This design comes from an exercise in tuning for small area and a short achievable clock period on the open sky130 flow, not from production work.
Power and IR drop assume default switching activity.

==> inputs of run a <==
==> flow/design.v <==
module cpu_top_level(clk,rst,r0,r1,r2,r3,r4,r5,r6,r7,
                     imem_addr,imem_data,dmem_addr,dmem_wdata,dmem_we,dmem_rdata);
    input clk,rst;
    output [15:0] r0,r1,r2,r3,r4,r5,r6,r7;
    output [15:0] imem_addr;
    input [15:0] imem_data;
    output [15:0] dmem_addr,dmem_wdata;
    output dmem_we;
    input [15:0] dmem_rdata;
    reg [15:0] pc;                        
    reg [15:0] rf1,rf2,rf3,rf4,rf5,rf6,rf7;
    reg        cflag, zflag;
    reg [15:0] ir_id, pc2_id;
    reg [15:0] ir_rr, pc2_rr;
    reg        cancel_rr;
    reg [3:0]  op_ex;
    reg [2:0]  dest_ex;
    reg [8:0]  imm_ex;
    reg [15:0] pc2_ex, a_ex, b_ex, tgt_ex;
    reg        wr_ex, we_ex, memop_ex, invb_ex, usec_ex, cin1_ex, nand_ex, kill_ex;
    reg        link_ex, sum_ex;           
    reg        c1_ex, cp_ex, cn_ex;       
    reg [15:0] res_mem, sd_mem;
    reg        carry_mem;
    reg [2:0]  dest_mem;
    reg        wr_mem, fwd_mem, we_mem, lw_mem, cwr_mem, zwr_mem, cc_mem, zc_mem;
    reg [15:0] res_wb;
    reg        carry_wb;
    reg [2:0]  dest_wb;
    reg        wr_wb, fwd_wb, cwr_wb, zwr_wb, cc_wb, zc_wb;
    assign r0 = pc; assign r1 = rf1; assign r2 = rf2; assign r3 = rf3;
    assign r4 = rf4; assign r5 = rf5; assign r6 = rf6; assign r7 = rf7;
    assign imem_addr = pc;
    wire ex_br   = (op_ex == 4'b1000) | (op_ex == 4'b1001) | (op_ex == 4'b1010);
    wire ex_jal  = (op_ex == 4'b1100);
    wire ex_jlr  = (op_ex == 4'b1101);
    wire ex_jri  = (op_ex == 4'b1111);
    wire ex_lli  = (op_ex == 4'b0011);
    wire ex_lw   = (op_ex == 4'b0100);
    wire flush   = ex_br | ex_jal | ex_jlr | ex_jri;
    wire [15:0] ain = memop_ex ? {{10{imm_ex[5]}}, imm_ex[5:0]} : a_ex;
    wire [15:0] bx  = b_ex ^ {16{invb_ex}};
    wire        cin = (usec_ex & carry_mem) | cin1_ex;
    wire [16:0] sum = {1'b0, ain} + {1'b0, bx} + {16'b0, cin};
    wire [15:0] nres = ~(ain & ~b_ex);
    wire [15:0] alu = nand_ex ? nres : sum[15:0];
    wire        carry_ex = c1_ex | (cp_ex & sum[16]) | (cn_ex & ~sum[16]);
    wire [15:0] res_other = kill_ex ? 16'd0 : link_ex ? pc2_ex :
                            ex_lli ? {7'b0, imm_ex} : nres;
    wire [15:0] res_ex = sum_ex ? sum[15:0] : res_other;
    wire [3:0] op_rr = ir_rr[15:12];
    wire [2:0] fn_rr = ir_rr[2:0];
    wire [2:0] ra = ir_rr[11:9];
    wire [2:0] rb = ir_rr[8:6];
    wire rr_nz   = |ir_rr;
    wire rr_add  = (op_rr == 4'b0001);
    wire rr_nand = (op_rr == 4'b0010);
    wire rr_br   = (op_rr == 4'b1000) | (op_rr == 4'b1001) | (op_rr == 4'b1010);
    wire rr_dwr  = ((op_rr == 4'b0000) & rr_nz) | rr_add | (op_rr == 4'b0100) |
                   (op_rr == 4'b0011) | (op_rr == 4'b1100) | (op_rr == 4'b1101) |
                   (rr_nand & (fn_rr[1:0] != 2'b11));
    wire rr_dwe  = (op_rr == 4'b0101);
    wire [2:0] dest_rr = (rr_add | rr_nand) ? ir_rr[5:3] :
                         (op_rr == 4'b0000) ? ir_rr[8:6] : ir_rr[11:9];
    wire ex_fwd  = wr_ex & ~ex_lli;
    wire freeze  = wr_ex & ex_lw & ((dest_ex == ra) | (dest_ex == rb));
    wire [15:0] mem_val = lw_mem ? dmem_rdata : res_mem;
    reg [15:0] rf_a, rf_b;
    always @(*) begin
        case (ra)
            3'd0: rf_a = pc;  3'd1: rf_a = rf1; 3'd2: rf_a = rf2; 3'd3: rf_a = rf3;
            3'd4: rf_a = rf4; 3'd5: rf_a = rf5; 3'd6: rf_a = rf6; default: rf_a = rf7;
        endcase
        case (rb)
            3'd0: rf_b = pc;  3'd1: rf_b = rf1; 3'd2: rf_b = rf2; 3'd3: rf_b = rf3;
            3'd4: rf_b = rf4; 3'd5: rf_b = rf5; 3'd6: rf_b = rf6; default: rf_b = rf7;
        endcase
    end
    wire [15:0] a_old = (fwd_mem & (dest_mem == ra)) ? mem_val :
                        (fwd_wb  & (dest_wb  == ra)) ? res_wb : rf_a;
    wire [15:0] b_old = (fwd_mem & (dest_mem == rb)) ? mem_val :
                        (fwd_wb  & (dest_wb  == rb)) ? res_wb : rf_b;
    wire hit_a = ex_fwd & (dest_ex == ra);
    wire hit_b = ex_fwd & (dest_ex == rb);
    wire [14:0] off_rr = (op_rr == 4'b1100) ? {{6{ir_rr[8]}}, ir_rr[8:0]} : {{9{ir_rr[5]}}, ir_rr[5:0]};
    wire [14:0] tgt_hi = pc2_rr[15:1] + off_rr - 15'd1;
    wire b_imm6 = (op_rr == 4'b0000);
    wire b_imm9 = (op_rr == 4'b1111);
    wire take_a = hit_a & sum_ex;
    wire take_b = hit_b & sum_ex & ~b_imm6 & ~b_imm9;
    wire [15:0] a_other = hit_a ? (link_ex ? pc2_ex : nres) : a_old;
    wire [15:0] b_other = b_imm6 ? {{10{ir_rr[5]}}, ir_rr[5:0]} :
                          b_imm9 ? {{6{ir_rr[8]}}, ir_rr[8:0], 1'b0} :
                          hit_b ? (link_ex ? pc2_ex : nres) : b_old;
    wire [15:0] a_next = take_a ? sum[15:0] : a_other;
    wire [15:0] b_next = take_b ? sum[15:0] : b_other;
    wire wb_wr = wr_wb & (~cc_wb | cflag) & (~zc_wb | zflag);
    wire [15:0] rf_wd = res_wb & {16{~rst}};
    wire [7:0]  rf_we = {8{rst}} | ({8{wb_wr}} & (8'd1 << dest_wb));
    wire [15:0] pc2_if = {pc[15:1] + 15'd1, pc[0]};
    wire clr_ex = rst | freeze;
    always @(posedge clk) begin
        if (ex_jri && !rst) pc <= sum[15:0];
        else if (rst) pc <= 16'd0;
        else if (flush) pc <= (ex_br | ex_jal) ? tgt_ex : b_ex;
        else if (!freeze) pc <= pc2_if;
        else if (wb_wr && dest_wb == 3'd0) pc <= res_wb;
        if (rf_we[1]) rf1 <= rf_wd;
        if (rf_we[2]) rf2 <= rf_wd;
        if (rf_we[3]) rf3 <= rf_wd;
        if (rf_we[4]) rf4 <= rf_wd;
        if (rf_we[5]) rf5 <= rf_wd;
        if (rf_we[6]) rf6 <= rf_wd;
        if (rf_we[7]) rf7 <= rf_wd;
        if (cwr_wb) cflag <= carry_wb;
        if (zwr_wb) zflag <= ~|res_wb;
        if (rst) ir_id <= 16'd0;
        else if (!freeze) ir_id <= flush ? 16'd0 : imem_data;
        if (!freeze) pc2_id <= pc2_if;
        if (rst) ir_rr <= 16'd0;
        else if (!freeze) ir_rr <= ir_id;
        if (!freeze) begin
            pc2_rr <= pc2_id;
            cancel_rr <= flush;
        end
        kill_ex <= clr_ex;
        c1_ex <= ~clr_ex & rr_nand & fn_rr[2] & (fn_rr[1:0] != 2'b11);
        cp_ex <= ~clr_ex & ~(rr_nand & fn_rr[2] & (fn_rr[1:0] != 2'b11)) & ~((rr_add & fn_rr[2]) | rr_br);
        cn_ex <= ~clr_ex & ~(rr_nand & fn_rr[2] & (fn_rr[1:0] != 2'b11)) & ((rr_add & fn_rr[2]) | rr_br);
        link_ex <= ~clr_ex & ((op_rr == 4'b1100) | (op_rr == 4'b1101));
        sum_ex <= ~clr_ex & (op_rr != 4'b1100) & (op_rr != 4'b1101) & (op_rr != 4'b0011) &
                  ~(rr_nand & fn_rr[2] & (fn_rr[1:0] != 2'b11));
        if (clr_ex) begin
            op_ex <= 4'd0; wr_ex <= 1'b0; we_ex <= 1'b0;
        end else begin
            op_ex <= op_rr;
            wr_ex <= rr_dwr & ~cancel_rr & ~flush;
            we_ex <= rr_dwe & ~cancel_rr & ~flush;
        end
        begin
            memop_ex <= (op_rr == 4'b0100) | (op_rr == 4'b0101);
            invb_ex <= (rr_add & fn_rr[2]) | rr_br;
            usec_ex <= rr_add & (fn_rr[1:0] == 2'b11);
            cin1_ex <= rr_br;
            nand_ex <= rr_nand & fn_rr[2] & (fn_rr[1:0] != 2'b11);
            a_ex <= a_next;
            b_ex <= b_next;
        end
        dest_ex <= dest_rr;
        imm_ex <= ir_rr[8:0];
        pc2_ex <= pc2_rr;
        tgt_ex <= {tgt_hi, pc2_rr[0]};
        res_mem <= res_ex;
        sd_mem <= a_ex;
        carry_mem <= carry_ex;
        dest_mem <= dest_ex;
        lw_mem <= ex_lw;
        cwr_mem <= (op_ex == 4'b0000) | (op_ex == 4'b0001);
        zwr_mem <= (op_ex == 4'b0000) | (op_ex == 4'b0001) | (op_ex == 4'b0010) | ex_lw;
        cc_mem <= ((op_ex == 4'b0001) | (op_ex == 4'b0010)) & (imm_ex[1:0] == 2'b10);
        zc_mem <= ((op_ex == 4'b0001) | (op_ex == 4'b0010)) & (imm_ex[1:0] == 2'b01);
        if (rst) begin
            wr_mem <= 1'b0; fwd_mem <= 1'b0; we_mem <= 1'b0;
        end else begin
            wr_mem <= wr_ex; fwd_mem <= ex_fwd; we_mem <= we_ex;
        end
        res_wb <= mem_val;
        carry_wb <= carry_mem;
        dest_wb <= dest_mem;
        cwr_wb <= cwr_mem; zwr_wb <= zwr_mem; cc_wb <= cc_mem; zc_wb <= zc_mem;
        if (rst) begin
            wr_wb <= 1'b0; fwd_wb <= 1'b0;
        end else begin
            wr_wb <= wr_mem; fwd_wb <= fwd_mem;
        end
    end
    assign dmem_addr = res_mem;
    assign dmem_wdata = sd_mem;
    assign dmem_we = we_mem;
endmodule
==> flow/flow/run.sh <==
#!/bin/bash
# Standard ORFS layout, with the smallest buffer cell on the ports and a clock tree
# of fewer, larger leaf clusters.
set -euo pipefail
bash standard.sh "BUFFER_PORTS_ARGS=-buffer_cell sky130_fd_sc_hd__buf_1" \
  "CTS_ARGS=-sink_clustering_enable -repair_clock_nets -buf_list sky130_fd_sc_hd__clkbuf_16 -sink_clustering_size 24 -sink_clustering_max_diameter 100 -dont_use_dummy_load" \
  finish > standard.log 2>&1
==> flow/standard.sh <==
#!/bin/bash
# synth_recipe.tcl (not shown) runs the flow's synth.tcl, then flattens the netlist and writes it again
# the make line also repeats each setting of config.mk as NAME=value (left out here)
make -C /OpenROAD-flow-scripts/flow DESIGN_CONFIG=/design/flow/config.mk WORK_HOME=/design/flow/orfs CLKGATE_MAP_FILE= SYNTH_SCRIPT=/design/flow/synth_recipe.tcl "${@:-finish}"
==> flow/config.mk <==
export PLATFORM = sky130hd
export DESIGN_NAME = cpu_top_level
export DESIGN_NICKNAME = cpu_top_level
export VERILOG_FILES = /design/flow/design.v
export SDC_FILE = /design/flow/constraint.sdc
export NUM_CORES = 4
export LEC_CHECK = 0
export CAP_MARGIN = 20
export CORE_MARGIN = 2
export CORE_UTILIZATION = 40
export PLACE_DENSITY = 0.6
export SETUP_SLACK_MARGIN = 4
export SLEW_MARGIN = 20
==> flow/constraint.sdc <==
create_clock -name core_clock -period 7.0 [get_ports {clk}]
set_input_delay 1.4000 -clock core_clock [delete_from_list [all_inputs] [get_ports {clk}]]
set_output_delay 1.4000 -clock core_clock [all_outputs]
set_load 0.01 [all_outputs]
==> run b (differences from run a) <==
--- a/flow/design.v
+++ b/flow/design.v
@@ -18,6 +18,4 @@
     reg [8:0]  imm_ex;
-    reg [15:0] pc2_ex, a_ex, b_ex, tgt_ex;
+    reg [15:0] pc2_ex, a_ex, b_ex;
     reg        wr_ex, we_ex, memop_ex, invb_ex, usec_ex, cin1_ex, nand_ex, kill_ex;
-    reg        link_ex, sum_ex;           
-    reg        c1_ex, cp_ex, cn_ex;       
     reg [15:0] res_mem, sd_mem;
@@ -42,10 +40,12 @@
     wire [15:0] bx  = b_ex ^ {16{invb_ex}};
-    wire        cin = (usec_ex & carry_mem) | cin1_ex;
+    wire        cin = usec_ex ? carry_mem : cin1_ex;
     wire [16:0] sum = {1'b0, ain} + {1'b0, bx} + {16'b0, cin};
-    wire [15:0] nres = ~(ain & ~b_ex);
-    wire [15:0] alu = nand_ex ? nres : sum[15:0];
-    wire        carry_ex = c1_ex | (cp_ex & sum[16]) | (cn_ex & ~sum[16]);
-    wire [15:0] res_other = kill_ex ? 16'd0 : link_ex ? pc2_ex :
-                            ex_lli ? {7'b0, imm_ex} : nres;
-    wire [15:0] res_ex = sum_ex ? sum[15:0] : res_other;
+    wire [15:0] alu = nand_ex ? ~(ain & ~b_ex) : sum[15:0];
+    wire        carry_ex = ~kill_ex & (nand_ex | (sum[16] ^ invb_ex));
+    wire [15:0] res_ex = kill_ex ? 16'd0 : (ex_jal | ex_jlr) ? pc2_ex :
+                         ex_lli ? {7'b0, imm_ex} : alu;
+    wire [14:0] off = ex_jal ? {{6{imm_ex[8]}}, imm_ex} : {{9{imm_ex[5]}}, imm_ex[5:0]};
+    wire [14:0] tgt_hi = pc2_ex[15:1] + off - 15'd1;
+    wire [15:0] target = (ex_br | ex_jal) ? {tgt_hi, pc2_ex[0]} :
+                         ex_jlr ? b_ex : alu;
     wire [3:0] op_rr = ir_rr[15:12];
@@ -84,14 +84,8 @@
     wire hit_b = ex_fwd & (dest_ex == rb);
-    wire [14:0] off_rr = (op_rr == 4'b1100) ? {{6{ir_rr[8]}}, ir_rr[8:0]} : {{9{ir_rr[5]}}, ir_rr[5:0]};
-    wire [14:0] tgt_hi = pc2_rr[15:1] + off_rr - 15'd1;
     wire b_imm6 = (op_rr == 4'b0000);
     wire b_imm9 = (op_rr == 4'b1111);
-    wire take_a = hit_a & sum_ex;
-    wire take_b = hit_b & sum_ex & ~b_imm6 & ~b_imm9;
-    wire [15:0] a_other = hit_a ? (link_ex ? pc2_ex : nres) : a_old;
-    wire [15:0] b_other = b_imm6 ? {{10{ir_rr[5]}}, ir_rr[5:0]} :
-                          b_imm9 ? {{6{ir_rr[8]}}, ir_rr[8:0], 1'b0} :
-                          hit_b ? (link_ex ? pc2_ex : nres) : b_old;
-    wire [15:0] a_next = take_a ? sum[15:0] : a_other;
-    wire [15:0] b_next = take_b ? sum[15:0] : b_other;
+    wire [15:0] a_next = hit_a ? res_ex : a_old;
+    wire [15:0] b_next = b_imm6 ? {{10{ir_rr[5]}}, ir_rr[5:0]} :
+                         b_imm9 ? {{6{ir_rr[8]}}, ir_rr[8:0], 1'b0} :
+                         hit_b ? res_ex : b_old;
     wire wb_wr = wr_wb & (~cc_wb | cflag) & (~zc_wb | zflag);
@@ -102,6 +96,4 @@
     always @(posedge clk) begin
-        if (ex_jri && !rst) pc <= sum[15:0];
-        else if (rst) pc <= 16'd0;
-        else if (flush) pc <= (ex_br | ex_jal) ? tgt_ex : b_ex;
-        else if (!freeze) pc <= pc2_if;
+        if (rst) pc <= 16'd0;
+        else if (!freeze) pc <= flush ? target : pc2_if;
         else if (wb_wr && dest_wb == 3'd0) pc <= res_wb;
@@ -126,8 +118,2 @@
         kill_ex <= clr_ex;
-        c1_ex <= ~clr_ex & rr_nand & fn_rr[2] & (fn_rr[1:0] != 2'b11);
-        cp_ex <= ~clr_ex & ~(rr_nand & fn_rr[2] & (fn_rr[1:0] != 2'b11)) & ~((rr_add & fn_rr[2]) | rr_br);
-        cn_ex <= ~clr_ex & ~(rr_nand & fn_rr[2] & (fn_rr[1:0] != 2'b11)) & ((rr_add & fn_rr[2]) | rr_br);
-        link_ex <= ~clr_ex & ((op_rr == 4'b1100) | (op_rr == 4'b1101));
-        sum_ex <= ~clr_ex & (op_rr != 4'b1100) & (op_rr != 4'b1101) & (op_rr != 4'b0011) &
-                  ~(rr_nand & fn_rr[2] & (fn_rr[1:0] != 2'b11));
         if (clr_ex) begin
@@ -151,3 +137,2 @@
         pc2_ex <= pc2_rr;
-        tgt_ex <= {tgt_hi, pc2_rr[0]};
         res_mem <= res_ex;
==> flow/flow/run.sh (replaced) <==
#!/bin/bash
# Standard ORFS layout, with the smallest buffer cell on the ports.
set -euo pipefail
bash standard.sh "BUFFER_PORTS_ARGS=-buffer_cell sky130_fd_sc_hd__buf_1" finish > standard.log 2>&1
--- a/flow/config.mk
+++ b/flow/config.mk
@@ -10,2 +10,3 @@
 export CORE_UTILIZATION = 40
+export CTS_BUF_LIST = sky130_fd_sc_hd__clkbuf_8
 export PLACE_DENSITY = 0.6
==> summary of the runs <==
- Against run b, the via count of run a is smaller by 3.3%.
- Between run a and run b, the lower cell area is in run a (gap about 2%, measured against run b).
- In run a the wire length is lower than in run b, by 2.9%.
- Against run a, the first-iteration DRC count of run b is larger by about 2.5%.
- Combinational power is about the same in run b and run a.
- Of run b and run a, run b has the higher worst setup slack (gap 0.037 ns).
- Between run b and run a, the lower sequential power is in run b (gap 8.9%, measured against run a).
- In run b the clock skew is higher than in run a, by 0.016 ns.
- Of run b and run a, run b has the higher critical path depth (gap 2).
Function was not checked in any run of this note: the RTL went through the layout flow alone.

-- separate check: timing with driven ports --
Ports are ideal in the flow. The routed layouts listed here were re-timed in OpenROAD. Step 1: set_driving_cell puts a clkbuf_16 on clk and a buf_2 on each other input, an assumption about the parent block. Step 2 times the ports against the registers' clock, not the clock port: input delays grow and output delays shrink by t, the midpoint of the rising clock arrivals with the driver on. Three values: ideal ports, drivers, drivers and shift; two values: the first two.
| run | t, ns | setup slack, ns | clock arrival spread, ns |
|---|---|---|---|
| run a | 0.589 | 3.948 / 3.948 / 3.462 | 0.022 / 0.021 |
| run b | 0.672 | 3.986 / 3.967 / 3.521 | 0.037 / 0.038 |
After both steps setup and hold are still met in every run listed. For run a, which loses most, drivers alone change the setup slack by 0.000 ns; drivers and shift together by -0.486 ns.
